Background: an optimization exercise with open tools, aiming at small area and a short achievable clock period. Do not read the settings as production practice.
No functional check of the RTL was part of any run shown here.

==> design/flow/design.v <==
module booth_mul_top(clk, A, B, m, ov);
	input clk;
	input [15:0] A, B;
	output reg [30:0] m;
	output reg ov;
	reg [15:0] a_q, b_q;
	wire [30:0] m_w;
	wire ov_w;
	BoothMUL mul(.A(a_q), .B(b_q), .m(m_w), .ov(ov_w));
	always @(posedge clk) begin
		a_q <= A;
		b_q <= B;
		m <= m_w;
		ov <= ov_w;
	end
endmodule

module BoothMUL(A, B, m, ov);
	input [15:0] A, B;
	output [30:0] m;
	output ov;
	wire ci1;
	wire ci2;
	wire ci3;
	wire ci4;
	wire ci5;
	wire ci6;
	wire ci7;
	wire ci8;
	wire s9;
	wire c10;
	wire s11;
	wire c12;
	wire s13;
	wire c14;
	wire s15;
	wire c16;
	wire s17;
	wire c18;
	wire s19;
	wire c20;
	wire s21;
	wire c22;
	wire s23;
	wire c24;
	wire s25;
	wire c26;
	wire s27;
	wire c28;
	wire s29;
	wire c30;
	wire s31;
	wire c32;
	wire s33;
	wire c34;
	wire s35;
	wire c36;
	wire s37;
	wire c38;
	wire s39;
	wire c40;
	wire s41;
	wire c42;
	wire s43;
	wire c44;
	wire s45;
	wire c46;
	wire s47;
	wire c48;
	wire s49;
	wire c50;
	wire s51;
	wire c52;
	wire s53;
	wire c54;
	wire s55;
	wire c56;
	wire s57;
	wire c58;
	wire s59;
	wire c60;
	wire s61;
	wire c62;
	wire s63;
	wire c64;
	wire s65;
	wire c66;
	wire s67;
	wire c68;
	wire s69;
	wire c70;
	wire s71;
	wire c72;
	wire s73;
	wire c74;
	wire s75;
	wire c76;
	wire s77;
	wire c78;
	wire s79;
	wire c80;
	wire s81;
	wire c82;
	wire s83;
	wire c84;
	wire s85;
	wire c86;
	wire s87;
	wire c88;
	wire s89;
	wire c90;
	wire s91;
	wire c92;
	wire s93;
	wire c94;
	wire s95;
	wire c96;
	wire s97;
	wire c98;
	wire s99;
	wire c100;
	wire s101;
	wire c102;
	wire s103;
	wire c104;
	wire s105;
	wire c106;
	wire s107;
	wire c108;
	wire s109;
	wire c110;
	wire s111;
	wire c112;
	wire s113;
	wire c114;
	wire s115;
	wire c116;
	wire s117;
	wire c118;
	wire s119;
	wire c120;
	wire s121;
	wire c122;
	wire s123;
	wire c124;
	wire s125;
	wire c126;
	wire s127;
	wire c128;
	wire s129;
	wire c130;
	wire s131;
	wire c132;
	wire s133;
	wire c134;
	wire s135;
	wire c136;
	wire s137;
	wire c138;
	wire s139;
	wire c140;
	wire s141;
	wire c142;
	wire s143;
	wire c144;
	wire s145;
	wire c146;
	wire s147;
	wire c148;
	wire s149;
	wire c150;
	wire s151;
	wire c152;
	wire s153;
	wire c154;
	wire s155;
	wire c156;
	wire s157;
	wire c158;
	wire s159;
	wire c160;
	wire s161;
	wire c162;
	wire s163;
	wire c164;
	wire s165;
	wire c166;
	wire s167;
	wire c168;
	wire s169;
	wire c170;
	wire s171;
	wire c172;
	wire s173;
	wire c174;
	wire s175;
	wire c176;
	wire s177;
	wire c178;
	wire s179;
	wire c180;
	wire s181;
	wire c182;
	wire s183;
	wire c184;
	wire s185;
	wire c186;
	wire s187;
	wire c188;
	wire s189;
	wire c190;
	wire s191;
	wire c192;
	wire s193;
	wire c194;
	wire s195;
	wire c196;
	wire s197;
	wire c198;
	wire s199;
	wire c200;
	wire s201;
	wire c202;
	wire s203;
	wire c204;
	wire s205;
	wire c206;
	wire s207;
	wire c208;
	wire s209;
	wire c210;
	wire s211;
	wire c212;
	wire s213;
	wire c214;
	wire s215;
	wire c216;
	wire s217;
	wire c218;
	wire s219;
	wire c220;
	wire s221;
	wire c222;
	wire s223;
	wire c224;
	wire s225;
	wire c226;
	wire s227;
	wire c228;
	wire s229;
	wire c230;
	wire s231;
	wire c232;
	wire s233;
	wire c234;
	wire s235;
	wire c236;
	wire s237;
	wire c238;
	wire s239;
	wire c240;
	wire s241;
	wire c242;
	wire s243;
	wire c244;
	wire s245;
	wire c246;
	wire neg0 = B[1];
	wire one0 = B[0] ^ 1'b0;
	wire two0 = (B[1] & ~B[0] & ~1'b0) | (~B[1] & B[0] & 1'b0);
	wire pp0_0 = ((one0 & A[0]) | (two0 & 1'b0)) ^ neg0;
	wire pp0_1 = ((one0 & A[1]) | (two0 & A[0])) ^ neg0;
	wire pp0_2 = ((one0 & A[2]) | (two0 & A[1])) ^ neg0;
	wire pp0_3 = ((one0 & A[3]) | (two0 & A[2])) ^ neg0;
	wire pp0_4 = ((one0 & A[4]) | (two0 & A[3])) ^ neg0;
	wire pp0_5 = ((one0 & A[5]) | (two0 & A[4])) ^ neg0;
	wire pp0_6 = ((one0 & A[6]) | (two0 & A[5])) ^ neg0;
	wire pp0_7 = ((one0 & A[7]) | (two0 & A[6])) ^ neg0;
	wire pp0_8 = ((one0 & A[8]) | (two0 & A[7])) ^ neg0;
	wire pp0_9 = ((one0 & A[9]) | (two0 & A[8])) ^ neg0;
	wire pp0_10 = ((one0 & A[10]) | (two0 & A[9])) ^ neg0;
	wire pp0_11 = ((one0 & A[11]) | (two0 & A[10])) ^ neg0;
	wire pp0_12 = ((one0 & A[12]) | (two0 & A[11])) ^ neg0;
	wire pp0_13 = ((one0 & A[13]) | (two0 & A[12])) ^ neg0;
	wire pp0_14 = ((one0 & A[14]) | (two0 & A[13])) ^ neg0;
	wire pp0_15 = ((one0 & A[15]) | (two0 & A[14])) ^ neg0;
	wire pp0_16 = ~(((one0 & A[15]) | (two0 & A[15])) ^ neg0);
	wire neg1 = B[3];
	wire one1 = B[2] ^ B[1];
	wire two1 = (B[3] & ~B[2] & ~B[1]) | (~B[3] & B[2] & B[1]);
	wire pp1_0 = ((one1 & A[0]) | (two1 & 1'b0)) ^ neg1;
	wire pp1_1 = ((one1 & A[1]) | (two1 & A[0])) ^ neg1;
	wire pp1_2 = ((one1 & A[2]) | (two1 & A[1])) ^ neg1;
	wire pp1_3 = ((one1 & A[3]) | (two1 & A[2])) ^ neg1;
	wire pp1_4 = ((one1 & A[4]) | (two1 & A[3])) ^ neg1;
	wire pp1_5 = ((one1 & A[5]) | (two1 & A[4])) ^ neg1;
	wire pp1_6 = ((one1 & A[6]) | (two1 & A[5])) ^ neg1;
	wire pp1_7 = ((one1 & A[7]) | (two1 & A[6])) ^ neg1;
	wire pp1_8 = ((one1 & A[8]) | (two1 & A[7])) ^ neg1;
	wire pp1_9 = ((one1 & A[9]) | (two1 & A[8])) ^ neg1;
	wire pp1_10 = ((one1 & A[10]) | (two1 & A[9])) ^ neg1;
	wire pp1_11 = ((one1 & A[11]) | (two1 & A[10])) ^ neg1;
	wire pp1_12 = ((one1 & A[12]) | (two1 & A[11])) ^ neg1;
	wire pp1_13 = ((one1 & A[13]) | (two1 & A[12])) ^ neg1;
	wire pp1_14 = ((one1 & A[14]) | (two1 & A[13])) ^ neg1;
	wire pp1_15 = ((one1 & A[15]) | (two1 & A[14])) ^ neg1;
	wire pp1_16 = ~(((one1 & A[15]) | (two1 & A[15])) ^ neg1);
	wire neg2 = B[5];
	wire one2 = B[4] ^ B[3];
	wire two2 = (B[5] & ~B[4] & ~B[3]) | (~B[5] & B[4] & B[3]);
	wire pp2_0 = ((one2 & A[0]) | (two2 & 1'b0)) ^ neg2;
	wire pp2_1 = ((one2 & A[1]) | (two2 & A[0])) ^ neg2;
	wire pp2_2 = ((one2 & A[2]) | (two2 & A[1])) ^ neg2;
	wire pp2_3 = ((one2 & A[3]) | (two2 & A[2])) ^ neg2;
	wire pp2_4 = ((one2 & A[4]) | (two2 & A[3])) ^ neg2;
	wire pp2_5 = ((one2 & A[5]) | (two2 & A[4])) ^ neg2;
	wire pp2_6 = ((one2 & A[6]) | (two2 & A[5])) ^ neg2;
	wire pp2_7 = ((one2 & A[7]) | (two2 & A[6])) ^ neg2;
	wire pp2_8 = ((one2 & A[8]) | (two2 & A[7])) ^ neg2;
	wire pp2_9 = ((one2 & A[9]) | (two2 & A[8])) ^ neg2;
	wire pp2_10 = ((one2 & A[10]) | (two2 & A[9])) ^ neg2;
	wire pp2_11 = ((one2 & A[11]) | (two2 & A[10])) ^ neg2;
	wire pp2_12 = ((one2 & A[12]) | (two2 & A[11])) ^ neg2;
	wire pp2_13 = ((one2 & A[13]) | (two2 & A[12])) ^ neg2;
	wire pp2_14 = ((one2 & A[14]) | (two2 & A[13])) ^ neg2;
	wire pp2_15 = ((one2 & A[15]) | (two2 & A[14])) ^ neg2;
	wire pp2_16 = ~(((one2 & A[15]) | (two2 & A[15])) ^ neg2);
	wire neg3 = B[7];
	wire one3 = B[6] ^ B[5];
	wire two3 = (B[7] & ~B[6] & ~B[5]) | (~B[7] & B[6] & B[5]);
	wire pp3_0 = ((one3 & A[0]) | (two3 & 1'b0)) ^ neg3;
	wire pp3_1 = ((one3 & A[1]) | (two3 & A[0])) ^ neg3;
	wire pp3_2 = ((one3 & A[2]) | (two3 & A[1])) ^ neg3;
	wire pp3_3 = ((one3 & A[3]) | (two3 & A[2])) ^ neg3;
	wire pp3_4 = ((one3 & A[4]) | (two3 & A[3])) ^ neg3;
	wire pp3_5 = ((one3 & A[5]) | (two3 & A[4])) ^ neg3;
	wire pp3_6 = ((one3 & A[6]) | (two3 & A[5])) ^ neg3;
	wire pp3_7 = ((one3 & A[7]) | (two3 & A[6])) ^ neg3;
	wire pp3_8 = ((one3 & A[8]) | (two3 & A[7])) ^ neg3;
	wire pp3_9 = ((one3 & A[9]) | (two3 & A[8])) ^ neg3;
	wire pp3_10 = ((one3 & A[10]) | (two3 & A[9])) ^ neg3;
	wire pp3_11 = ((one3 & A[11]) | (two3 & A[10])) ^ neg3;
	wire pp3_12 = ((one3 & A[12]) | (two3 & A[11])) ^ neg3;
	wire pp3_13 = ((one3 & A[13]) | (two3 & A[12])) ^ neg3;
	wire pp3_14 = ((one3 & A[14]) | (two3 & A[13])) ^ neg3;
	wire pp3_15 = ((one3 & A[15]) | (two3 & A[14])) ^ neg3;
	wire pp3_16 = ~(((one3 & A[15]) | (two3 & A[15])) ^ neg3);
	wire neg4 = B[9];
	wire one4 = B[8] ^ B[7];
	wire two4 = (B[9] & ~B[8] & ~B[7]) | (~B[9] & B[8] & B[7]);
	wire pp4_0 = ((one4 & A[0]) | (two4 & 1'b0)) ^ neg4;
	wire pp4_1 = ((one4 & A[1]) | (two4 & A[0])) ^ neg4;
	wire pp4_2 = ((one4 & A[2]) | (two4 & A[1])) ^ neg4;
	wire pp4_3 = ((one4 & A[3]) | (two4 & A[2])) ^ neg4;
	wire pp4_4 = ((one4 & A[4]) | (two4 & A[3])) ^ neg4;
	wire pp4_5 = ((one4 & A[5]) | (two4 & A[4])) ^ neg4;
	wire pp4_6 = ((one4 & A[6]) | (two4 & A[5])) ^ neg4;
	wire pp4_7 = ((one4 & A[7]) | (two4 & A[6])) ^ neg4;
	wire pp4_8 = ((one4 & A[8]) | (two4 & A[7])) ^ neg4;
	wire pp4_9 = ((one4 & A[9]) | (two4 & A[8])) ^ neg4;
	wire pp4_10 = ((one4 & A[10]) | (two4 & A[9])) ^ neg4;
	wire pp4_11 = ((one4 & A[11]) | (two4 & A[10])) ^ neg4;
	wire pp4_12 = ((one4 & A[12]) | (two4 & A[11])) ^ neg4;
	wire pp4_13 = ((one4 & A[13]) | (two4 & A[12])) ^ neg4;
	wire pp4_14 = ((one4 & A[14]) | (two4 & A[13])) ^ neg4;
	wire pp4_15 = ((one4 & A[15]) | (two4 & A[14])) ^ neg4;
	wire pp4_16 = ~(((one4 & A[15]) | (two4 & A[15])) ^ neg4);
	wire neg5 = B[11];
	wire one5 = B[10] ^ B[9];
	wire two5 = (B[11] & ~B[10] & ~B[9]) | (~B[11] & B[10] & B[9]);
	wire pp5_0 = ((one5 & A[0]) | (two5 & 1'b0)) ^ neg5;
	wire pp5_1 = ((one5 & A[1]) | (two5 & A[0])) ^ neg5;
	wire pp5_2 = ((one5 & A[2]) | (two5 & A[1])) ^ neg5;
	wire pp5_3 = ((one5 & A[3]) | (two5 & A[2])) ^ neg5;
	wire pp5_4 = ((one5 & A[4]) | (two5 & A[3])) ^ neg5;
	wire pp5_5 = ((one5 & A[5]) | (two5 & A[4])) ^ neg5;
	wire pp5_6 = ((one5 & A[6]) | (two5 & A[5])) ^ neg5;
	wire pp5_7 = ((one5 & A[7]) | (two5 & A[6])) ^ neg5;
	wire pp5_8 = ((one5 & A[8]) | (two5 & A[7])) ^ neg5;
	wire pp5_9 = ((one5 & A[9]) | (two5 & A[8])) ^ neg5;
	wire pp5_10 = ((one5 & A[10]) | (two5 & A[9])) ^ neg5;
	wire pp5_11 = ((one5 & A[11]) | (two5 & A[10])) ^ neg5;
	wire pp5_12 = ((one5 & A[12]) | (two5 & A[11])) ^ neg5;
	wire pp5_13 = ((one5 & A[13]) | (two5 & A[12])) ^ neg5;
	wire pp5_14 = ((one5 & A[14]) | (two5 & A[13])) ^ neg5;
	wire pp5_15 = ((one5 & A[15]) | (two5 & A[14])) ^ neg5;
	wire pp5_16 = ~(((one5 & A[15]) | (two5 & A[15])) ^ neg5);
	wire neg6 = B[13];
	wire one6 = B[12] ^ B[11];
	wire two6 = (B[13] & ~B[12] & ~B[11]) | (~B[13] & B[12] & B[11]);
	wire pp6_0 = ((one6 & A[0]) | (two6 & 1'b0)) ^ neg6;
	wire pp6_1 = ((one6 & A[1]) | (two6 & A[0])) ^ neg6;
	wire pp6_2 = ((one6 & A[2]) | (two6 & A[1])) ^ neg6;
	wire pp6_3 = ((one6 & A[3]) | (two6 & A[2])) ^ neg6;
	wire pp6_4 = ((one6 & A[4]) | (two6 & A[3])) ^ neg6;
	wire pp6_5 = ((one6 & A[5]) | (two6 & A[4])) ^ neg6;
	wire pp6_6 = ((one6 & A[6]) | (two6 & A[5])) ^ neg6;
	wire pp6_7 = ((one6 & A[7]) | (two6 & A[6])) ^ neg6;
	wire pp6_8 = ((one6 & A[8]) | (two6 & A[7])) ^ neg6;
	wire pp6_9 = ((one6 & A[9]) | (two6 & A[8])) ^ neg6;
	wire pp6_10 = ((one6 & A[10]) | (two6 & A[9])) ^ neg6;
	wire pp6_11 = ((one6 & A[11]) | (two6 & A[10])) ^ neg6;
	wire pp6_12 = ((one6 & A[12]) | (two6 & A[11])) ^ neg6;
	wire pp6_13 = ((one6 & A[13]) | (two6 & A[12])) ^ neg6;
	wire pp6_14 = ((one6 & A[14]) | (two6 & A[13])) ^ neg6;
	wire pp6_15 = ((one6 & A[15]) | (two6 & A[14])) ^ neg6;
	wire pp6_16 = ~(((one6 & A[15]) | (two6 & A[15])) ^ neg6);
	wire neg7 = B[15];
	wire one7 = B[14] ^ B[13];
	wire two7 = (B[15] & ~B[14] & ~B[13]) | (~B[15] & B[14] & B[13]);
	wire pp7_0 = ((one7 & A[0]) | (two7 & 1'b0)) ^ neg7;
	wire pp7_1 = ((one7 & A[1]) | (two7 & A[0])) ^ neg7;
	wire pp7_2 = ((one7 & A[2]) | (two7 & A[1])) ^ neg7;
	wire pp7_3 = ((one7 & A[3]) | (two7 & A[2])) ^ neg7;
	wire pp7_4 = ((one7 & A[4]) | (two7 & A[3])) ^ neg7;
	wire pp7_5 = ((one7 & A[5]) | (two7 & A[4])) ^ neg7;
	wire pp7_6 = ((one7 & A[6]) | (two7 & A[5])) ^ neg7;
	wire pp7_7 = ((one7 & A[7]) | (two7 & A[6])) ^ neg7;
	wire pp7_8 = ((one7 & A[8]) | (two7 & A[7])) ^ neg7;
	wire pp7_9 = ((one7 & A[9]) | (two7 & A[8])) ^ neg7;
	wire pp7_10 = ((one7 & A[10]) | (two7 & A[9])) ^ neg7;
	wire pp7_11 = ((one7 & A[11]) | (two7 & A[10])) ^ neg7;
	wire pp7_12 = ((one7 & A[12]) | (two7 & A[11])) ^ neg7;
	wire pp7_13 = ((one7 & A[13]) | (two7 & A[12])) ^ neg7;
	wire pp7_14 = ((one7 & A[14]) | (two7 & A[13])) ^ neg7;
	wire pp7_15 = ((one7 & A[15]) | (two7 & A[14])) ^ neg7;
	wire pp7_16 = ~(((one7 & A[15]) | (two7 & A[15])) ^ neg7);
	assign ci1 = ~pp0_16;
	assign ci2 = ~pp1_15;
	assign ci3 = ~pp2_15;
	assign ci4 = ~pp3_15;
	assign ci5 = ~pp4_15;
	assign ci6 = ~pp5_15;
	assign ci7 = ~pp6_15;
	assign ci8 = ~pp7_15;
	assign {c10, s9} = neg5 + pp0_10;
	assign {c12, s11} = pp0_11 + pp1_9;
	assign {c14, s13} = neg6 + pp0_12 + pp1_10;
	assign {c16, s15} = pp2_8 + pp3_6;
	assign {c18, s17} = pp0_13 + pp1_11 + pp2_9;
	assign {c20, s19} = pp3_7 + pp4_5;
	assign {c22, s21} = neg7 + pp0_14 + pp1_12;
	assign {c24, s23} = pp2_10 + pp3_8 + pp4_6;
	assign {c26, s25} = pp5_4 + pp6_2;
	assign {c28, s27} = pp0_15 + pp1_13 + pp2_11;
	assign {c30, s29} = pp3_9 + pp4_7 + pp5_5;
	assign {c32, s31} = pp6_3 + pp7_1;
	assign {c34, s33} = pp1_14 + pp2_12 + pp3_10;
	assign {c36, s35} = pp4_8 + pp5_6 + pp6_4;
	assign {c38, s37} = pp7_2 + ci1;
	assign {c40, s39} = pp2_13 + pp3_11 + pp4_9;
	assign {c42, s41} = pp5_7 + pp6_5 + pp7_3;
	assign {c44, s43} = pp0_16 + ci2;
	assign {c46, s45} = pp1_16 + pp2_14 + pp3_12;
	assign {c48, s47} = pp4_10 + pp5_8 + pp6_6;
	assign {c50, s49} = pp7_4 + pp1_15;
	assign {c52, s51} = pp3_13 + pp4_11 + pp5_9;
	assign {c54, s53} = pp6_7 + pp7_5;
	assign {c56, s55} = pp2_16 + pp3_14 + pp4_12;
	assign {c58, s57} = pp5_10 + pp6_8;
	assign {c60, s59} = pp4_13 + pp5_11;
	assign {c62, s61} = pp3_16 + pp4_14;
	assign {c64, s63} = neg3 + pp0_6;
	assign {c66, s65} = pp0_7 + pp1_5;
	assign {c68, s67} = neg4 + pp0_8 + pp1_6;
	assign {c70, s69} = pp2_4 + pp3_2;
	assign {c72, s71} = pp0_9 + pp1_7 + pp2_5;
	assign {c74, s73} = pp3_3 + pp4_1;
	assign {c76, s75} = pp1_8 + pp2_6 + pp3_4;
	assign {c78, s77} = pp4_2 + pp5_0 + s9;
	assign {c80, s79} = pp2_7 + pp3_5 + pp4_3;
	assign {c82, s81} = pp5_1 + c10 + s11;
	assign {c84, s83} = pp4_4 + pp5_2 + pp6_0;
	assign {c86, s85} = c12 + s15 + s13;
	assign {c88, s87} = pp5_3 + pp6_1 + c16;
	assign {c90, s89} = s19 + c14 + s17;
	assign {c92, s91} = pp7_0 + c20 + s25;
	assign {c94, s93} = c18 + s21 + s23;
	assign {c96, s95} = c26 + s31 + c22;
	assign {c98, s97} = c24 + s27 + s29;
	assign {c100, s99} = c32 + c28 + c30;
	assign {c102, s101} = s37 + s33 + s35;
	assign {c104, s103} = c38 + c34 + c36;
	assign {c106, s105} = s43 + s39 + s41;
	assign {c108, s107} = c44 + s49 + c40;
	assign {c110, s109} = c42 + s45 + s47;
	assign {c112, s111} = ci3 + c50 + s53;
	assign {c114, s113} = c46 + c48 + s51;
	assign {c116, s115} = pp7_6 + pp2_15 + c54;
	assign {c118, s117} = s57 + c52 + s55;
	assign {c120, s119} = pp6_9 + pp7_7 + ci4;
	assign {c122, s121} = c58 + s59 + c56;
	assign {c124, s123} = pp5_12 + pp6_10 + pp7_8;
	assign {c126, s125} = pp3_15 + c60 + s61;
	assign {c128, s127} = pp5_13 + pp6_11 + pp7_9;
	assign {c130, s129} = ci5 + c62;
	assign {c132, s131} = pp4_16 + pp5_14 + pp6_12;
	assign {c134, s133} = pp7_10 + pp4_15;
	assign {c136, s135} = pp6_13 + pp7_11;
	assign {c138, s137} = pp5_16 + pp6_14;
	assign {c140, s139} = neg2 + pp0_4;
	assign {c142, s141} = pp0_5 + pp1_3;
	assign {c144, s143} = pp1_4 + pp2_2 + pp3_0;
	assign {c146, s145} = pp2_3 + pp3_1 + c64;
	assign {c148, s147} = pp4_0 + c66 + s69;
	assign {c150, s149} = c70 + s73 + c68;
	assign {c152, s151} = c74 + c72 + s75;
	assign {c154, s153} = c76 + s79 + c78;
	assign {c156, s155} = c80 + s83 + c82;
	assign {c158, s157} = c84 + s87 + c86;
	assign {c160, s159} = c88 + s91 + c90;
	assign {c162, s161} = c92 + c94 + s95;
	assign {c164, s163} = c96 + c98 + s99;
	assign {c166, s165} = c100 + c102 + s103;
	assign {c168, s167} = c104 + c106 + s107;
	assign {c170, s169} = s111 + c108 + c110;
	assign {c172, s171} = s115 + c112 + c114;
	assign {c174, s173} = s119 + c116 + c118;
	assign {c176, s175} = s123 + c120 + s125;
	assign {c178, s177} = c124 + s127 + s129;
	assign {c180, s179} = s133 + c128 + c130;
	assign {c182, s181} = ci6 + c134 + s135;
	assign {c184, s183} = pp7_12 + pp5_15 + c136;
	assign {c186, s185} = pp7_13 + ci7;
	assign {c188, s187} = pp6_16 + pp7_14;
	assign {c190, s189} = neg1 + pp0_2;
	assign {c192, s191} = pp0_3 + pp1_1;
	assign {c194, s193} = pp1_2 + pp2_0 + s139;
	assign {c196, s195} = pp2_1 + c140 + s141;
	assign {c198, s197} = c142 + s63 + s143;
	assign {c200, s199} = s65 + c144 + s145;
	assign {c202, s201} = s67 + c146 + s147;
	assign {c204, s203} = s71 + c148 + s149;
	assign {c206, s205} = s77 + c150 + s151;
	assign {c208, s207} = s81 + c152 + s153;
	assign {c210, s209} = s85 + c154 + s155;
	assign {c212, s211} = s89 + c156 + s157;
	assign {c214, s213} = s93 + c158 + s159;
	assign {c216, s215} = s97 + c160 + s161;
	assign {c218, s217} = s101 + c162 + s163;
	assign {c220, s219} = s105 + c164 + s165;
	assign {c222, s221} = s109 + c166 + s167;
	assign {c224, s223} = s113 + c168 + s169;
	assign {c226, s225} = s117 + c170 + s171;
	assign {c228, s227} = s121 + c172 + s173;
	assign {c230, s229} = c122 + s175 + c174;
	assign {c232, s231} = c126 + s177 + c176;
	assign {c234, s233} = s131 + s179 + c178;
	assign {c236, s235} = c132 + s181 + c180;
	assign {c238, s237} = s137 + s183 + c182;
	assign {c240, s239} = c138 + s185 + c184;
	assign {c242, s241} = pp6_15 + c186 + s187;
	assign {c244, s243} = ci8 + c188;
	assign {c246, s245} = pp7_16 + pp7_15;
	wire [31:0] X = {1'b1, s245, s243, s241, s239, s237, s235, s233, s231, s229, c226, c224, c222, c220, c218, c216, c214, c212, c210, c208, c206, c204, c202, c200, c198, c196, c194, c192, c190, pp1_0, pp0_1, neg0};
	wire [31:0] Y = {c246, c244, c242, c240, c238, c236, c234, c232, c230, c228, s227, s225, s223, s221, s219, s217, s215, s213, s211, s209, s207, s205, s203, s201, s199, s197, s195, s193, s191, s189, 1'b0, pp0_0};
	wire [31:0] P;
	wire [31:0] g = X & Y;
	wire [31:0] p = X ^ Y;
	assign G247 = g[1] | (p[1] & g[0]);
	assign Pq248 = p[1] & p[0];
	assign G249 = g[3] | (p[3] & g[2]);
	assign Pq250 = p[3] & p[2];
	assign G251 = g[5] | (p[5] & g[4]);
	assign Pq252 = p[5] & p[4];
	assign G253 = g[7] | (p[7] & g[6]);
	assign Pq254 = p[7] & p[6];
	assign G255 = g[9] | (p[9] & g[8]);
	assign Pq256 = p[9] & p[8];
	assign G257 = g[11] | (p[11] & g[10]);
	assign Pq258 = p[11] & p[10];
	assign G259 = g[13] | (p[13] & g[12]);
	assign Pq260 = p[13] & p[12];
	assign G261 = g[15] | (p[15] & g[14]);
	assign Pq262 = p[15] & p[14];
	assign G263 = g[17] | (p[17] & g[16]);
	assign Pq264 = p[17] & p[16];
	assign G265 = g[19] | (p[19] & g[18]);
	assign Pq266 = p[19] & p[18];
	assign G267 = g[21] | (p[21] & g[20]);
	assign Pq268 = p[21] & p[20];
	assign G269 = g[23] | (p[23] & g[22]);
	assign Pq270 = p[23] & p[22];
	assign G271 = g[25] | (p[25] & g[24]);
	assign Pq272 = p[25] & p[24];
	assign G273 = g[27] | (p[27] & g[26]);
	assign Pq274 = p[27] & p[26];
	assign G275 = g[29] | (p[29] & g[28]);
	assign Pq276 = p[29] & p[28];
	assign G277 = g[31] | (p[31] & g[30]);
	assign Pq278 = p[31] & p[30];
	assign G279 = g[2] | (p[2] & G247);
	assign Pq280 = p[2] & Pq248;
	assign G281 = G249 | (Pq250 & G247);
	assign Pq282 = Pq250 & Pq248;
	assign G283 = g[6] | (p[6] & G251);
	assign Pq284 = p[6] & Pq252;
	assign G285 = G253 | (Pq254 & G251);
	assign Pq286 = Pq254 & Pq252;
	assign G287 = g[10] | (p[10] & G255);
	assign Pq288 = p[10] & Pq256;
	assign G289 = G257 | (Pq258 & G255);
	assign Pq290 = Pq258 & Pq256;
	assign G291 = g[14] | (p[14] & G259);
	assign Pq292 = p[14] & Pq260;
	assign G293 = G261 | (Pq262 & G259);
	assign Pq294 = Pq262 & Pq260;
	assign G295 = g[18] | (p[18] & G263);
	assign Pq296 = p[18] & Pq264;
	assign G297 = G265 | (Pq266 & G263);
	assign Pq298 = Pq266 & Pq264;
	assign G299 = g[22] | (p[22] & G267);
	assign Pq300 = p[22] & Pq268;
	assign G301 = G269 | (Pq270 & G267);
	assign Pq302 = Pq270 & Pq268;
	assign G303 = g[26] | (p[26] & G271);
	assign Pq304 = p[26] & Pq272;
	assign G305 = G273 | (Pq274 & G271);
	assign Pq306 = Pq274 & Pq272;
	assign G307 = g[30] | (p[30] & G275);
	assign Pq308 = p[30] & Pq276;
	assign G309 = G277 | (Pq278 & G275);
	assign Pq310 = Pq278 & Pq276;
	assign G311 = g[4] | (p[4] & G281);
	assign Pq312 = p[4] & Pq282;
	assign G313 = G251 | (Pq252 & G281);
	assign Pq314 = Pq252 & Pq282;
	assign G315 = G283 | (Pq284 & G281);
	assign Pq316 = Pq284 & Pq282;
	assign G317 = G285 | (Pq286 & G281);
	assign Pq318 = Pq286 & Pq282;
	assign G319 = g[12] | (p[12] & G289);
	assign Pq320 = p[12] & Pq290;
	assign G321 = G259 | (Pq260 & G289);
	assign Pq322 = Pq260 & Pq290;
	assign G323 = G291 | (Pq292 & G289);
	assign Pq324 = Pq292 & Pq290;
	assign G325 = G293 | (Pq294 & G289);
	assign Pq326 = Pq294 & Pq290;
	assign G327 = g[20] | (p[20] & G297);
	assign Pq328 = p[20] & Pq298;
	assign G329 = G267 | (Pq268 & G297);
	assign Pq330 = Pq268 & Pq298;
	assign G331 = G299 | (Pq300 & G297);
	assign Pq332 = Pq300 & Pq298;
	assign G333 = G301 | (Pq302 & G297);
	assign Pq334 = Pq302 & Pq298;
	assign G335 = g[28] | (p[28] & G305);
	assign Pq336 = p[28] & Pq306;
	assign G337 = G275 | (Pq276 & G305);
	assign Pq338 = Pq276 & Pq306;
	assign G339 = G307 | (Pq308 & G305);
	assign Pq340 = Pq308 & Pq306;
	assign G341 = G309 | (Pq310 & G305);
	assign Pq342 = Pq310 & Pq306;
	assign G343 = g[8] | (p[8] & G317);
	assign Pq344 = p[8] & Pq318;
	assign G345 = G255 | (Pq256 & G317);
	assign Pq346 = Pq256 & Pq318;
	assign G347 = G287 | (Pq288 & G317);
	assign Pq348 = Pq288 & Pq318;
	assign G349 = G289 | (Pq290 & G317);
	assign Pq350 = Pq290 & Pq318;
	assign G351 = G319 | (Pq320 & G317);
	assign Pq352 = Pq320 & Pq318;
	assign G353 = G321 | (Pq322 & G317);
	assign Pq354 = Pq322 & Pq318;
	assign G355 = G323 | (Pq324 & G317);
	assign Pq356 = Pq324 & Pq318;
	assign G357 = G325 | (Pq326 & G317);
	assign Pq358 = Pq326 & Pq318;
	assign G359 = g[24] | (p[24] & G333);
	assign Pq360 = p[24] & Pq334;
	assign G361 = G271 | (Pq272 & G333);
	assign Pq362 = Pq272 & Pq334;
	assign G363 = G303 | (Pq304 & G333);
	assign Pq364 = Pq304 & Pq334;
	assign G365 = G305 | (Pq306 & G333);
	assign Pq366 = Pq306 & Pq334;
	assign G367 = G335 | (Pq336 & G333);
	assign Pq368 = Pq336 & Pq334;
	assign G369 = G337 | (Pq338 & G333);
	assign Pq370 = Pq338 & Pq334;
	assign G371 = G339 | (Pq340 & G333);
	assign Pq372 = Pq340 & Pq334;
	assign G373 = G341 | (Pq342 & G333);
	assign Pq374 = Pq342 & Pq334;
	assign G375 = g[16] | (p[16] & G357);
	assign Pq376 = p[16] & Pq358;
	assign G377 = G263 | (Pq264 & G357);
	assign Pq378 = Pq264 & Pq358;
	assign G379 = G295 | (Pq296 & G357);
	assign Pq380 = Pq296 & Pq358;
	assign G381 = G297 | (Pq298 & G357);
	assign Pq382 = Pq298 & Pq358;
	assign G383 = G327 | (Pq328 & G357);
	assign Pq384 = Pq328 & Pq358;
	assign G385 = G329 | (Pq330 & G357);
	assign Pq386 = Pq330 & Pq358;
	assign G387 = G331 | (Pq332 & G357);
	assign Pq388 = Pq332 & Pq358;
	assign G389 = G333 | (Pq334 & G357);
	assign Pq390 = Pq334 & Pq358;
	assign G391 = G359 | (Pq360 & G357);
	assign Pq392 = Pq360 & Pq358;
	assign G393 = G361 | (Pq362 & G357);
	assign Pq394 = Pq362 & Pq358;
	assign G395 = G363 | (Pq364 & G357);
	assign Pq396 = Pq364 & Pq358;
	assign G397 = G365 | (Pq366 & G357);
	assign Pq398 = Pq366 & Pq358;
	assign G399 = G367 | (Pq368 & G357);
	assign Pq400 = Pq368 & Pq358;
	assign G401 = G369 | (Pq370 & G357);
	assign Pq402 = Pq370 & Pq358;
	assign G403 = G371 | (Pq372 & G357);
	assign Pq404 = Pq372 & Pq358;
	assign G405 = G373 | (Pq374 & G357);
	assign Pq406 = Pq374 & Pq358;
	assign P[0] = p[0];
	assign P[1] = p[1] ^ g[0];
	assign P[2] = p[2] ^ G247;
	assign P[3] = p[3] ^ G279;
	assign P[4] = p[4] ^ G281;
	assign P[5] = p[5] ^ G311;
	assign P[6] = p[6] ^ G313;
	assign P[7] = p[7] ^ G315;
	assign P[8] = p[8] ^ G317;
	assign P[9] = p[9] ^ G343;
	assign P[10] = p[10] ^ G345;
	assign P[11] = p[11] ^ G347;
	assign P[12] = p[12] ^ G349;
	assign P[13] = p[13] ^ G351;
	assign P[14] = p[14] ^ G353;
	assign P[15] = p[15] ^ G355;
	assign P[16] = p[16] ^ G357;
	assign P[17] = p[17] ^ G375;
	assign P[18] = p[18] ^ G377;
	assign P[19] = p[19] ^ G379;
	assign P[20] = p[20] ^ G381;
	assign P[21] = p[21] ^ G383;
	assign P[22] = p[22] ^ G385;
	assign P[23] = p[23] ^ G387;
	assign P[24] = p[24] ^ G389;
	assign P[25] = p[25] ^ G391;
	assign P[26] = p[26] ^ G393;
	assign P[27] = p[27] ^ G395;
	assign P[28] = p[28] ^ G397;
	assign P[29] = p[29] ^ G399;
	assign P[30] = p[30] ^ G401;
	assign P[31] = p[31] ^ G403;
	assign m = P[30:0];
	assign ov = ~P[31];
endmodule
==> design/flow/run.sh <==
#!/bin/bash
# synth_recipe.tcl (not shown) runs the flow's synth.tcl, then flattens the netlist and writes it again
# the make line also repeats each setting of config.mk as NAME=value (left out here)
make -C /OpenROAD-flow-scripts/flow DESIGN_CONFIG=/design/flow/config.mk WORK_HOME=/design/flow/orfs CLKGATE_MAP_FILE= SYNTH_SCRIPT=/design/flow/synth_recipe.tcl finish
==> design/flow/config.mk <==
export PLATFORM = sky130hd
export DESIGN_NAME = booth_mul_top
export DESIGN_NICKNAME = booth_mul_top
export VERILOG_FILES = /design/flow/design.v
export SDC_FILE = /design/flow/constraint.sdc
export NUM_CORES = 4
export LEC_CHECK = 0
export ABC_AREA = 1
export CAP_MARGIN = 20
export CORE_MARGIN = 2
export CORE_UTILIZATION = 40
export SLEW_MARGIN = 20
==> design/flow/constraint.sdc <==
create_clock -name core_clock -period 12.2 [get_ports {clk}]
set_input_delay 2.4400 -clock core_clock [delete_from_list [all_inputs] [get_ports {clk}]]
set_output_delay 2.4400 -clock core_clock [all_outputs]
set_load 0.01 [all_outputs]
==> run summary, run 1 <==
Hold WC Path Type=reg -> reg; synthesized area=8379 sq um; Synth Warn #=161; WP depth=16; r2r worst-path depth=16; CP max-delay cell=dfxtp_1; CTS tree=built; number of max-cap violations=0; Site Rows=52; CP Cell Sequence=nand2_1 > o22ai_1 > xor2_1 > fa_1 > fa_1 > fa_1 > fa_1 > inv_1 > ha_1 > nand2_1 > nor3_1 > nand2_2 > nand2_4 > inv_1 > fa_1 > inv_1; initial core utilization=41.15%; io pins=65; leading area contributor after synthesis=fa_1; core box area=20360 sq um; most frequent cell after synthesis=inv_1; remaining antenna violation count after routing=0; Layout area overhead=11.71%; reg2reg end=m[16]$_DFF_P_; Longest Clk Path Bufs=2; cell family with most CP delay=adder cells; post-synthesis sequential area ratio=15.29%; Async S/R FF share, synth=0%; Clock Latency Late Sink=350 ps; # H-tree levels=3; Synth Flop Type=dfxtp_1; clk sinks=64; Fin Clk Skew=12.35 ps; layout cells sized above 1=9.226%; die height=148.7 um; Fin. Hold Viols=0; most used cell, CP=fa_1; total die area=22120 sq um; slowest cell delay on critical path=920 ps; Remaining DRCs=0; FMAX=173.3 MHz; fill cell count=1994; vias in the first global route=6412; CP Class=reg -> reg; Arrival @ worst endpoint=6010 ps; Vias=6487; RSZ-0062 raised after global routing=no; first-pass GRT wire length=33050 um; Vias/cell=5.076; Post-Syn Nets=1165; Mapped Cells=978; IO buf count=64; top cells by area, synth=fa_1, dfxtp_1, xor2_1, ha_1, inv_1; number of synthesized flops with an enable pin=0; clock root buffer=clkbuf_16; Inserted Clock Buffers=9; syn avg cell area=8.568 sq um; Finish-stage setup viols=0; GRT Util Overall=19.13%; Worst-path clk slew=50 ps; Setup crit start=b_q[1]$_DFF_P_; Setup crit end=m[16]$_DFF_P_; fin nets=1191; GRT overflow=0; crit-path max FO=18; Starting DRT DRC Count=454; Yosys cell types=28; Commonest cells post-synth=inv_1, nand2_1, xor2_1; Final Slew Violations=0; Die X-Extent=148.7 um; top-area cell type share of the netlist area=22.46%; post-CTS sizing=0; crit end category=flip-flop; TNS Setup=0 ps; crit path buf inv count=3; postcts setup bufs=0; CTS Hold Bufs=0; Critical Path RT=12440 ps; Synth Register Bits=64; final wirelength=19740 um; Antenna Cells=0; largest net degree at the start of global routing=19; Worst setup SP type=flip-flop; worst slew pin tran=913.7 ps; RePlAce Congestion=0.9225; Worst R2R Start=b_q[1]$_DFF_P_; initial antenna violation count=0; Reg2Reg Setup Slack=6430 ps; post-DR wirelength/cell=15.44 um; relative slew slack=39.00%; status=timing/DRC/antenna clean; dpl hpwl=14990 um; Sequential Area=1281 sq um; fin crit period=5770 ps; drt first pass iters=5; footprint of the multi-input gates=6103 sq um; Final period util=47.29%
==> metrics by stage <==
step	cells	utilization, %	hold WS [ps]	setup WS (ps)	cell area [sq um]
6_report	1278	45.96	628.1	6430	9360
4_1_cts	1278	45.96	635.6	6452	9360
3_5_place_dp	1263	44.46	627.6	6473	9054
5_1_grt	1278	45.96	678.7	6137	9360
2_1_floorplan	978	-	572.5	7372	8379
3_3_place_gp	1263	44.46	608.3	6524	9054
==> layout make-up <==
type	instances	share of cell area, %
Tap cell	270	3.609
Inverter	184	7.379
Multi-Input combinational cell	681	65.21
Sequential cell	64	13.69
Timing Repair Buffer	64	6.844
Clock inverter	4	0.5748
Clock buffer	11	2.700
==> cells in the final DEF (no fill, tap or decap), types with 22 or more instances in the layout <==
| cell type | Yosys | routed |
|---|---|---|
| clkdlybuf4s50_1 | 0 | 64 |
| ha_1 | 60 | 60 |
| nand3_1 | 22 | 22 |
| inv_1 | 180 | 180 |
| dfxtp_1 | 64 | 64 |
| a21oi_1 | 36 | 36 |
| nand2_1 | 139 | 139 |
| fa_1 | 94 | 94 |
| o22ai_2 | 47 | 47 |
| xor2_1 | 131 | 131 |
| nor2_1 | 28 | 28 |
| o22ai_1 | 72 | 72 |
==> state kept, by name, summed over array words and instances, names as in the netlist <==
name and flops:
m 31, a_q 16, b_q 16, ov 1
==> worst min path at each step <==
stage                         from  depth (start not counted)  slack [ps]           end
floorplan           b_q[1]$_DFF_P_                          2         570  m[0]$_DFF_P_
global placement    a_q[0]$_DFF_P_                          3         610  m[0]$_DFF_P_
detailed placement  a_q[0]$_DFF_P_                          3         630  m[0]$_DFF_P_
CTS                 a_q[0]$_DFF_P_                          3         640  m[0]$_DFF_P_
global route        a_q[0]$_DFF_P_                          3         680  m[0]$_DFF_P_
finish              a_q[0]$_DFF_P_                          3         630  m[0]$_DFF_P_
==> worst min-delay path: cells and delay by family (launching register included) <==
kind / cells / cell delay [ps]
xor+xnor: 1 / 60
fa+ha+maj: 1 / 130
flops: 1 / 320
simple gates: 1 / 70
==> routing by layer <==
metal	track usage (%)	share of wire, %
met3	4.128	6.4
met2	30.65	46
met5	0	0
met1	25.56	45
met4	7.000	2.5
==> kinds of logic after synthesis <==
kind of cell	share of synthesized area, %
AO/OA/AOI/OAI	15.16
buffers and inverters	11.87
adder cells (fa/ha/maj)	31.42
XOR/XNOR	14.42
flip-flops	15.29
AND/OR/NAND/NOR	11.84
==> inputs of run 2 (changes only) <==
--- a/design/flow/config.mk
+++ b/design/flow/config.mk
@@ -9,4 +9,4 @@
 export CAP_MARGIN = 20
 export CORE_MARGIN = 2
 export CORE_UTILIZATION = 40
-export SLEW_MARGIN = 20
+export SLEW_MARGIN = 50
==> run 2 against run 1 <==
Flip-flop and latch count unchanged. Critical path depth rose by 2. Still clean on timing, DRC and antenna. Critical endpoint unchanged. Largest cell class unchanged. Highest routed layer unchanged. Cell count stayed put. Area after synthesis did not move.
==> run summary, run 2 <==
Hold WC Path Type=reg -> reg; Worst-path clk slew=60 ps; final wirelength=19700 um; non-filler cells, final=1278; Vias/cell=5.070; Starting DRT DRC Count=358; synthesized area=8379 sq um; post-CTS sizing=0; worst slew pin tran=739.6 ps; clock root buffer=clkbuf_16; Arrival @ worst endpoint=5830 ps; largest net degree at the start of global routing=19; Reg2Reg Setup Slack=6610 ps; Inserted Clock Buffers=9; CTS tree=built; Post-Syn Nets=1165; Die X-Extent=148.7 um; Antenna Cells=0; Final period util=45.82%; post-DR wirelength/cell=15.41 um; fill cell count=1994; Synth Warn #=161; Worst R2R Start=b_q[5]$_DFF_P_; top-area cell type share of the netlist area=22.46%; GRT overflow=0; most frequent cell after synthesis=inv_1; Critical Path RT=12440 ps; number of max-cap violations=0; r2r worst-path depth=18; clk sinks=64; remaining antenna violation count after routing=0; post-synthesis sequential area ratio=15.29%; Site Rows=52; FMAX=178.9 MHz; leading area contributor after synthesis=fa_1; reg2reg end=m[16]$_DFF_P_; Clock Latency Late Sink=350 ps; initial core utilization=41.15%; Remaining DRCs=0; # H-tree levels=3; core box area=20360 sq um; RePlAce Congestion=0.9225; Layout area overhead=11.77%; Worst Hold Launch=a_q[0]$_DFF_P_; Fin. Hold Viols=0; CP Class=reg -> reg; fin nets=1191; postcts setup bufs=0; layout cells sized above 1=10.12%; commonest non-fill, non-tap cell in the layout=inv_1; dpl hpwl=15000 um; IO buf count=64; RSZ-0062 raised after global routing=no; crit end category=flip-flop; GRT Util Overall=19.10%; Finish-stage setup viols=0; Longest Clk Path Bufs=2; crit-path max FO=15; Worst setup SP type=flip-flop; largest register by flop count=m; number of synthesized flops with an enable pin=0; placed instance area=9056 sq um; Synth Register Bits=64; TNS Setup=0 ps; relative slew slack=50.57%; vias in the first global route=6436; Yosys cell types=28; CTS Hold Bufs=0; first-pass GRT wire length=33010 um; total die area=22120 sq um; commonest cells after routing, fill and taps aside=inv_1, nand2_1, xor2_1, fa_1, o22ai_1; Largest register FFs=31; drt first pass iters=5; syn avg cell area=8.568 sq um; design area=9365 sq um; Hold Crit Endpoint=m[0]$_DFF_P_; Vias=6479; status=timing/DRC/antenna clean; Async S/R FF share, synth=0%; top cells by area, synth=fa_1, dfxtp_1, xor2_1, ha_1, inv_1; initial antenna violation count=0; Commonest cells post-synth=inv_1, nand2_1, xor2_1; Cells on Worst Hold Path=3; largest registers=m x31, a_q x16, b_q x16; die height=148.7 um; Mapped Cells=978; Synth Flop Type=dfxtp_1; io pins=65; fin crit period=5590 ps; Fin Clk Skew=12.18 ps; Final Slew Violations=0; # placed instances=1263
-- run 2: cell counts after synthesis --
No cell type changed its count.
-- run 2: cell type report --
| cell class | instances | area (sq um) | share of cell area [%] |
|---|---|---|---|
| repair buffers | 64 | 640.6 | 6.840 |
| clock buffers | 11 | 252.7 | 2.699 |
| clock inverters | 4 | 53.80 | 0.5745 |
| inverters | 184 | 690.7 | 7.375 |
| multi-input cells | 681 | 6103 | 65.17 |
| well taps | 270 | 337.8 | 3.607 |
| flip-flops and latches | 64 | 1286 | 13.73 |
-- run 2: cell families after synthesis --
logic type                 count (synthesis)  synth area share [%]
DFF                                       64                 15.29
buffers and inverters                    233                 11.87
AOI/OAI and AO/OA                        163                 15.16
adders and majority gates                154                 31.42
xor gates and xnor gates                 138                 14.42
and+or+nand+nor                          226                 11.84
-- run 2: stage by stage --
| stage | utilization (%) | setup slack, ps | hold WS [ps] |
|---|---|---|---|
| 4_1_cts | 45.98 | 6514 | 635.6 |
| 3_3_place_gp | 44.46 | 6524 | 608.3 |
| 3_5_place_dp | 44.47 | 6545 | 627.6 |
| 6_report | 45.99 | 6610 | 630.6 |
| 5_1_grt | 45.99 | 6211 | 678.7 |
| 2_1_floorplan | - | 7372 | 572.5 |
-- run 2: worst max-delay path: stages (launching register included) --
cell     delay [ps]
dfxtp_1         750
inv_2           350
nand2_1         170
nand2_2         220
o22ai_1         230
xor2_1          220
fa_1            510
fa_1            460
fa_1            470
fa_1            540
inv_1            40
ha_1            320
nand2_1          90
nor3_1          220
nand2_2         100
nand2_4         180
inv_1            80
fa_1            480
inv_1            40
-- run 2: worst max-delay path by stage --
| stage | startpoint | to | slack [ps] | cells after the start |
|---|---|---|---|---|
| final | b_q[5]$_DFF_P_ | m[16]$_DFF_P_ | 6610 | 18 |
| after global routing | b_q[13]$_DFF_P_ | m[27]$_DFF_P_ | 6210 | 21 |
| after CTS | b_q[7]$_DFF_P_ | m[16]$_DFF_P_ | 6510 | 18 |
| after detailed placement | b_q[7]$_DFF_P_ | m[16]$_DFF_P_ | 6540 | 18 |
| after global placement | b_q[1]$_DFF_P_ | m[16]$_DFF_P_ | 6520 | 16 |
| after floorplan | b_q[1]$_DFF_P_ | m[17]$_DFF_P_ | 7370 | 20 |
-- run 2: per-layer routing --
metal / global-route usage [%] / part of all wire [%] / vias to the layer above
met1: 25.42 / 45 / 3113
li1: - / - / 3139
met2: 30.58 / 46 / 191
met3: 4.128 / 6.3 / 36
met5: 0 / 0 / -
met4: 7.238 / 2.8 / 0
==> inputs of run 3 (changes only) <==
--- a/design/flow/config.mk
+++ b/design/flow/config.mk
@@ -9,4 +9,4 @@
 export CAP_MARGIN = 20
 export CORE_MARGIN = 2
 export CORE_UTILIZATION = 40
-export SLEW_MARGIN = 50
+export SLEW_MARGIN = 80
==> run 3 against run 2 <==
Wire length decreased by 0.32%. Critical path depth increased by 1. Via count decreased by 0.11%. Critical path type unchanged. Highest routed layer unchanged.
==> run summary, run 3 <==
status=timing/DRC/antenna clean; Post-Syn Nets=1165; CP Class=reg -> reg; final wirelength=19630 um; first-pass GRT wire length=32720 um; GRT Util Overall=18.92%; Longest Clk Path Bufs=2; Vias/cell=5.056; placed instance area=9281 sq um; TNS Setup=0 ps; Vias=6472; crit end category=flip-flop; io pins=65; fin crit period=5138 ps; RSZ-0062 raised after global routing=no; Remaining DRCs=0; clk sinks=64; vias in the first global route=6387; syn avg cell area=8.568 sq um; commonest cells after routing, fill and taps aside=inv_1, nand2_1, xor2_1, fa_1, o22ai_1; fill cell count=1959; crit-path max FO=15; Inserted Clock Buffers=9; Layout area overhead=15.13%; Async S/R FF share, synth=0%; Worst setup SP type=flip-flop; FMAX=194.6 MHz; core box area=20360 sq um; Worst-path clk slew=60 ps; Yosys cell types=28; non-filler cells, final=1280; post-CTS sizing=0; Hold WC Path Type=reg -> reg; worst slew pin tran=293.3 ps; postcts setup bufs=0; Final Slew Violations=0; Fin Clk Skew=7.388 ps; Worst Hold Launch=b_q[1]$_DFF_P_; Synth Register Bits=64; CTS tree=built; Setup crit start=b_q[1]$_DFF_P_; Commonest cells post-synth=inv_1, nand2_1, xor2_1; GRT overflow=0; Sequential Area=1313 sq um; Finish-stage setup viols=0; Worst R2R Start=b_q[1]$_DFF_P_; layout cells sized above 1=14.65%; total die area=22120 sq um; post-synthesis sequential area ratio=15.29%; remaining antenna violation count after routing=0; Site Rows=52; Arrival @ worst endpoint=5380 ps; top-area cell type share of the netlist area=22.46%; top cells by area, synth=fa_1, dfxtp_1, xor2_1, ha_1, inv_1; RePlAce Congestion=0.9225; dpl hpwl=15040 um; largest register by flop count=m; die height=148.7 um; commonest non-fill, non-tap cell in the layout=inv_1; Clock Latency Late Sink=350 ps; Fin. Hold Viols=0; initial antenna violation count=0; leading area contributor after synthesis=fa_1; design area=9647 sq um; initial core utilization=41.15%; number of max-cap violations=0; largest net degree at the start of global routing=19; number of synthesized flops with an enable pin=0; Synth Warn #=161; Die X-Extent=148.7 um; Final period util=42.11%; Starting DRT DRC Count=344; synthesized area=8379 sq um; CTS Hold Bufs=0; post-DR wirelength/cell=15.34 um; largest registers=m x31, a_q x16, b_q x16; relative slew slack=80.42%; Synth Flop Type=dfxtp_1; clock root buffer=clkbuf_16; # placed instances=1263; Mapped Cells=978; fin nets=1192; # H-tree levels=3; Largest register FFs=31; footprint of the multi-input gates=6315 sq um; Critical Path RT=12440 ps; drt first pass iters=4; IO buf count=64; most frequent cell after synthesis=inv_1; hold_ws=563.0 ps; Antenna Cells=0
run 3: worst max-delay path, cell delays in order (launching register included):
cell and delay (ps):
dfxtp_4 420, buf_8 180, nand2_1 140, nand2_1 140, nand2_4 160, o22ai_2 140, xor2_1 220, fa_1 480
fa_1 470, fa_1 510, fa_1 540, inv_1 40, ha_1 320, nand2_1 120, nor3_1 260, nand2_2 100
nand2_4 180, inv_1 80, fa_1 480, inv_1 40
run 3: worst paths after layout:
| check | endpoint | slack, ps | cells after the start |
|---|---|---|---|
| max | m[16]$_DFF_P_ | 7060 | 19 |
| min | m[0]$_DFF_P_ | 560 | 1 |
| max reg2reg | m[16]$_DFF_P_ | 7060 | 19 |
| min reg2reg | m[0]$_DFF_P_ | 560 | 1 |
run 3: per-stage QoR:
| stage | setup slack, ps | util, % |
|---|---|---|
| floorplan | 7372 | - |
| global route | 6798 | 47.37 |
| CTS | 7038 | 46.96 |
| detailed placement | 7053 | 45.58 |
| global placement | 6524 | 44.46 |
| finish | 7062 | 47.37 |
run 3: cells by family (layout without fill, tap and decap cells):
family | Yosys count | after routing | synth area share [%]
AOI/OAI and AO/OA | 163 | 163 | 15.16
buffers and inverters | 233 | 265 | 11.87
and+or+nand+nor | 226 | 226 | 11.84
DFF | 64 | 64 | 15.29
adders and majority gates | 154 | 154 | 31.42
xor gates and xnor gates | 138 | 138 | 14.42
run 3: metal layers:
metal  track usage (%)  part of all wire, %
met1             26.10                   44
met2             30.53                   47
met3             2.752                  6.1
met4             6.524                  2.8
met5                 0                    0
run 3: final cells by class:
type	instances	share of cell area [%]
multi-input cells	681	65.46
well taps	270	3.502
clock inverters	6	0.4540
flip-flops and latches	64	13.61
clock buffers	10	2.477
repair buffers	65	6.796
inverters	184	7.704
==> inputs of run 4 (changes only) <==
--- a/design/flow/config.mk
+++ b/design/flow/config.mk
@@ -6,7 +6,7 @@
 export NUM_CORES = 4
 export LEC_CHECK = 0
 export ABC_AREA = 1
-export CAP_MARGIN = 20
+export CAP_MARGIN = 80
 export CORE_MARGIN = 2
 export CORE_UTILIZATION = 40
 export SLEW_MARGIN = 80
==> run 4 against run 3 <==
Area after synthesis unchanged. Non-clock buffer count unchanged. Wire length unchanged. Largest cell class unchanged. Synthesized cell count unchanged. Die area unchanged. Critical path type unchanged. Fmax unchanged. Worst hold slack unchanged. Core utilization unchanged.
==> run summary, run 4 <==
status=timing/DRC/antenna clean; non-filler cells, final=1280; vias in the first global route=6387; Final period util=42.11%; crit path buf inv count=4; initial antenna violation count=0; GRT Util Overall=18.92%; dpl hpwl=15040 um; # placed instances=1263; CTS Hold Bufs=0; Site Rows=52; Largest register FFs=31; worst slew pin tran=293.3 ps; Vias=6472; Arrival @ worst endpoint=5380 ps; drt first pass iters=4; Synth Area in Compound Gates=15.16%; number of synthesized flops with an enable pin=0; crit end category=flip-flop; clock root buffer=clkbuf_16; Synth Warn #=161; postcts setup bufs=0; largest register by flop count=m; cell family with most CP delay=adder cells; Post-Synth XOR/XNOR Area=14.42%; Vias/cell=5.056; # H-tree levels=3; leading area contributor after synthesis=fa_1; GRT overflow=0; post-CTS sizing=0; crit-path max FO=15; first-pass GRT wire length=32720 um; largest registers=m x31, a_q x16, b_q x16; relative slew slack=80.42%; FMAX=194.6 MHz; Worst setup SP type=flip-flop; remaining antenna violation count after routing=0; commonest cells after routing, fill and taps aside=inv_1, nand2_1, xor2_1, fa_1, o22ai_1; layout cells sized above 1=14.65%; Inserted Clock Buffers=9; final wirelength=19630 um; top cells by area, synth=fa_1, dfxtp_1, xor2_1, ha_1, inv_1; CP max-delay cell=fa_1; multiplexer share of the synthesized area=0%; most used cell, CP=fa_1; combinational family with the most area after synthesis=adder cells; Longest Clk Path Bufs=2; Hold WC Path Type=reg -> reg; Starting DRT DRC Count=344; commonest non-fill, non-tap cell in the layout=inv_1; RePlAce Congestion=0.9225; Finish-stage setup viols=0; CP Cell Sequence=buf_8 > nand2_1 > nand2_1 > nand2_4 > o22ai_2 > xor2_1 > fa_1 > fa_1 > fa_1 > fa_1 > inv_1 > ha_1 > nand2_1 > nor3_1 > nand2_2 > nand2_4 > inv_1 > fa_1 > inv_1; Post-Synth Adder-Cell Area=31.42%; Synth Flop Type=dfxtp_1; CP Class=reg -> reg; Fin. Hold Viols=0; Post-Synth Simple-Gate Area=11.84%; Critical Path RT=12440 ps; Mapped Cells=978; number of max-cap violations=0; RSZ-0062 raised after global routing=no; initial core utilization=41.15%; post-synthesis sequential area ratio=15.29%; die height=148.7 um; io pins=65; Async S/R FF share, synth=0%; top-area cell type share of the netlist area=22.46%; hold_ws=563.0 ps; Fin Clk Skew=7.388 ps; Worst-path clk slew=60 ps; syn avg cell area=8.568 sq um; synthesized area=8379 sq um; clk sinks=64; Commonest cells post-synth=inv_1, nand2_1, xor2_1; Yosys cell types=28; Clock Latency Late Sink=350 ps; slowest cell delay on critical path=540 ps; Layout area overhead=15.13%; Post-Syn Nets=1165; fin nets=1192; Die X-Extent=148.7 um; IO buf count=64; TNS Setup=0 ps; post-DR wirelength/cell=15.34 um; fin crit period=5138 ps; Remaining DRCs=0; CTS tree=built; core box area=20360 sq um; total die area=22120 sq um; Antenna Cells=0; largest net degree at the start of global routing=19; Final Slew Violations=0; most frequent cell after synthesis=inv_1; Synth Register Bits=64
==> run 4: cell counts after synthesis <==
Identical to the previous run, type by type.
==> run 4: cells by family (layout without fill, tap and decap cells) <==
kind of cell,Yosys count,after routing
buf+inv,233,265
simple gates,226,226
compound gates,163,163
flops,64,64
fa+ha+maj,154,154
xor+xnor,138,138
==> run 4: cell type report <==
| type | instances | area [sq um] |
|---|---|---|
| Clock buffer | 10 | 239.0 |
| Clock inverter | 6 | 43.79 |
| Fill cell | 1959 | 10720 |
| Inverter | 184 | 743.2 |
| Multi-Input combinational cell | 681 | 6315 |
| Sequential cell | 64 | 1313 |
| Tap cell | 270 | 337.8 |
| Timing Repair Buffer | 65 | 655.6 |
==> run 4: path summary, 6_finish.rpt <==
check	end	cells past startpoint	slack (ps)	startpoint
setup reg to reg	m[16]$_DFF_P_	19	7060	b_q[1]$_DFF_P_
hold / removal	m[0]$_DFF_P_	1	560	b_q[1]$_DFF_P_
setup / recovery	m[16]$_DFF_P_	19	7060	b_q[1]$_DFF_P_
hold reg to reg	m[0]$_DFF_P_	1	560	b_q[1]$_DFF_P_
==> run 4: worst reg2reg max path, stage by stage, from the launching register on <==
cell	delay, ps
dfxtp_4	420
buf_8	180
nand2_1	150
nand2_1	140
nand2_4	160
o22ai_2	150
xor2_1	220
fa_1	480
fa_1	470
fa_1	510
fa_1	540
inv_1	40
ha_1	320
nand2_1	120
nor3_1	260
nand2_2	100
nand2_4	180
inv_1	80
fa_1	480
inv_1	40
==> run 4: per-layer routing <==
layer | track usage (%) | share of wire (%) | wire length [um] | up-vias
met1 | 26.10 | 44 | 8713 | 3111
met5 | 0 | 0 | 0 | -
met3 | 2.752 | 6.1 | 1193 | 34
li1 | - | - | - | 3136
met4 | 6.524 | 2.8 | 556 | 0
met2 | 30.53 | 47 | 9166 | 191
==> run 4: metrics by stage <==
stage          instance area [sq um]  setup slack, ps  util (%)
2_1_floorplan                   8379             7372         -
3_3_place_gp                    9054             6524     44.46
3_5_place_dp                    9281             7053     45.58
4_1_cts                         9564             7038     46.96
5_1_grt                         9647             6798     47.37
6_report                        9647             7062     47.37
==> inputs of run 5 (changes only) <==
--- a/design/flow/config.mk
+++ b/design/flow/config.mk
@@ -6,7 +6,8 @@
 export NUM_CORES = 4
 export LEC_CHECK = 0
 export ABC_AREA = 1
-export CAP_MARGIN = 80
+export ABC_CLOCK_PERIOD_IN_PS = 4000
+export CAP_MARGIN = 20
 export CORE_MARGIN = 2
 export CORE_UTILIZATION = 40
-export SLEW_MARGIN = 80
+export SLEW_MARGIN = 20
==> run 5 against run 4 <==
Via count grew 0.23%. Critical path depth down 3. Core utilization fell by 1.4 points. Critical endpoint unchanged. Worst hold slack improved by 65 ps. Largest cell class unchanged. Clock-buffer cell count is 1 higher. Die area unchanged.
==> run summary, run 5 <==
Largest register FFs=31; top-area cell type share of the netlist area=22.46%; clk sinks=64; IO buf count=64; largest net degree at the start of global routing=19; final wirelength=19740 um; Arrival @ worst endpoint=6010 ps; Clock Latency Late Sink=350 ps; largest register by flop count=m; Die X-Extent=148.7 um; Final period util=47.29%; initial core utilization=41.15%; crit end category=flip-flop; dpl hpwl=14990 um; Synth Register Bits=64; most used cell, CP=fa_1; CP Class=reg -> reg; TNS Setup=0 ps; GRT Util Overall=19.13%; clock root buffer=clkbuf_16; # H-tree levels=3; Vias=6487; synthesized area=8379 sq um; Worst setup SP type=flip-flop; vias in the first global route=6412; Worst-path clk slew=50 ps; Post-Syn Nets=1165; Layout area overhead=11.71%; CTS tree=built; Mapped Cells=978; commonest cells after routing, fill and taps aside=inv_1, nand2_1, xor2_1, fa_1, o22ai_1; Longest Clk Path Bufs=2; postcts setup bufs=0; io pins=65; top cells by area, synth=fa_1, dfxtp_1, xor2_1, ha_1, inv_1; post-CTS sizing=0; status=timing/DRC/antenna clean; CTS Hold Bufs=0; Commonest cells post-synth=inv_1, nand2_1, xor2_1; Antenna Cells=0; Vias/cell=5.076; Remaining DRCs=0; remaining antenna violation count after routing=0; leading area contributor after synthesis=fa_1; placed instance area=9054 sq um; number of max-cap violations=0; relative slew slack=39.00%; first-pass GRT wire length=33050 um; Yosys cell types=28; Fin Clk Skew=12.35 ps; core box area=20360 sq um; Async S/R FF share, synth=0%; post-synthesis sequential area ratio=15.29%; Synth Flop Type=dfxtp_1; slowest cell delay on critical path=920 ps; crit-path max FO=18; Hold WC Path Type=reg -> reg; die height=148.7 um; worst slew pin tran=913.7 ps; Site Rows=52; most frequent cell after synthesis=inv_1; syn avg cell area=8.568 sq um; number of synthesized flops with an enable pin=0; RePlAce Congestion=0.9225; commonest non-fill, non-tap cell in the layout=inv_1; RSZ-0062 raised after global routing=no; FMAX=173.3 MHz; Inserted Clock Buffers=9; design area=9360 sq um; Final Slew Violations=0; CP Cell Sequence=nand2_1 > o22ai_1 > xor2_1 > fa_1 > fa_1 > fa_1 > fa_1 > inv_1 > ha_1 > nand2_1 > nor3_1 > nand2_2 > nand2_4 > inv_1 > fa_1 > inv_1; Fin. Hold Viols=0; layout cells sized above 1=9.226%; largest registers=m x31, a_q x16, b_q x16; Critical Path RT=12440 ps; GRT overflow=0; Starting DRT DRC Count=454; post-DR wirelength/cell=15.44 um; CP max-delay cell=dfxtp_1; fin nets=1191; fin crit period=5770 ps; Reg2Reg Setup Slack=6430 ps; total die area=22120 sq um; drt first pass iters=5; initial antenna violation count=0; Finish-stage setup viols=0; Synth Warn #=161
run 5: worst paths after layout:
kind             startpoint            end  depth (start not counted)
min reg2reg  a_q[0]$_DFF_P_   m[0]$_DFF_P_                          3
min          a_q[0]$_DFF_P_   m[0]$_DFF_P_                          3
max          b_q[1]$_DFF_P_  m[16]$_DFF_P_                         16
max reg2reg  b_q[1]$_DFF_P_  m[16]$_DFF_P_                         16
run 5: logic make-up after synthesis:
| group | synth area share, % |
|---|---|
| AND/OR/NAND/NOR | 11.84 |
| AO/OA/AOI/OAI | 15.16 |
| adder cells (fa/ha/maj) | 31.42 |
| flip-flops | 15.29 |
| XOR/XNOR | 14.42 |
| buffers and inverters | 11.87 |
run 5: per-layer routing:
metal | vias to the layer above | share of wire [%] | track usage [%]
li1 | 3141 | - | -
met1 | 3119 | 45 | 25.56
met2 | 200 | 46 | 30.65
met3 | 27 | 6.4 | 4.128
met4 | 0 | 2.5 | 7.000
met5 | - | 0 | 0
run 5: cell type report:
cell class	instances	area, sq um
sequential	64	1281
timing repair buffer	64	640.6
clock buffer	11	252.7
fill	1994	11000
clock inverter	4	53.80
multi-input combinational	681	6103
inverter	184	690.7
tap	270	337.8
run 5: critical path: cells and delay by family (launching register included):
family | cells | cell delay, ps
buffers and inverters | 3 | 160
AND/OR/NAND/NOR | 5 | 1190
adder cells (fa/ha/maj) | 6 | 2800
flip-flops | 1 | 920
AO/OA/AOI/OAI | 1 | 300
XOR/XNOR | 1 | 280
run 5: per-stage QoR:
step / instances / setup slack (ps) / utilization (%) / hold slack (ps)
after floorplan: 978 / 7372 / - / 572.5
after global placement: 1263 / 6524 / 44.46 / 608.3
after detailed placement: 1263 / 6473 / 44.46 / 627.6
after CTS: 1278 / 6452 / 45.96 / 635.6
after global routing: 1278 / 6137 / 45.96 / 678.7
final: 1278 / 6430 / 45.96 / 628.1

==> afterwards: timing with drivers on the ports <==
No port has a modelled driver above. Below, the same layouts with a new extraction and two added sets of constraints. Step 1 assumes that a clkbuf_16 drives the clock port and a buf_2 every other input. Step 2 moves the port delays by t, midway between the first and last clock arrival at a register: inputs arrive t later, outputs are due t later. That takes back most of the time a late clock gives input paths. a / b / c = ideal ports / drivers / drivers and shift; a / b = the first two.
| run | t, ns | setup WS [ns] | hold WS [ns] | worst setup path after step 2 | cell pins on the clock port's net |
|---|---|---|---|---|---|
| run 1 | 0.398 | 6.430 / 6.430 / 6.430 | 0.628 / 0.628 / 0.628 | register to register | 1 |
| run 2 | 0.397 | 6.610 / 6.610 / 6.610 | 0.631 / 0.631 / 0.631 | register to register | 1 |
| run 3 | 0.388 | 7.062 / 7.062 / 7.062 | 0.563 / 0.563 / 0.563 | register to register | 1 |
| run 4 | 0.388 | 7.062 / 7.062 / 7.062 | 0.563 / 0.563 / 0.563 | register to register | 1 |
| run 5 | 0.398 | 6.430 / 6.430 / 6.430 | 0.628 / 0.628 / 0.628 | register to register | 1 |
After both steps every run listed still meets setup and hold.
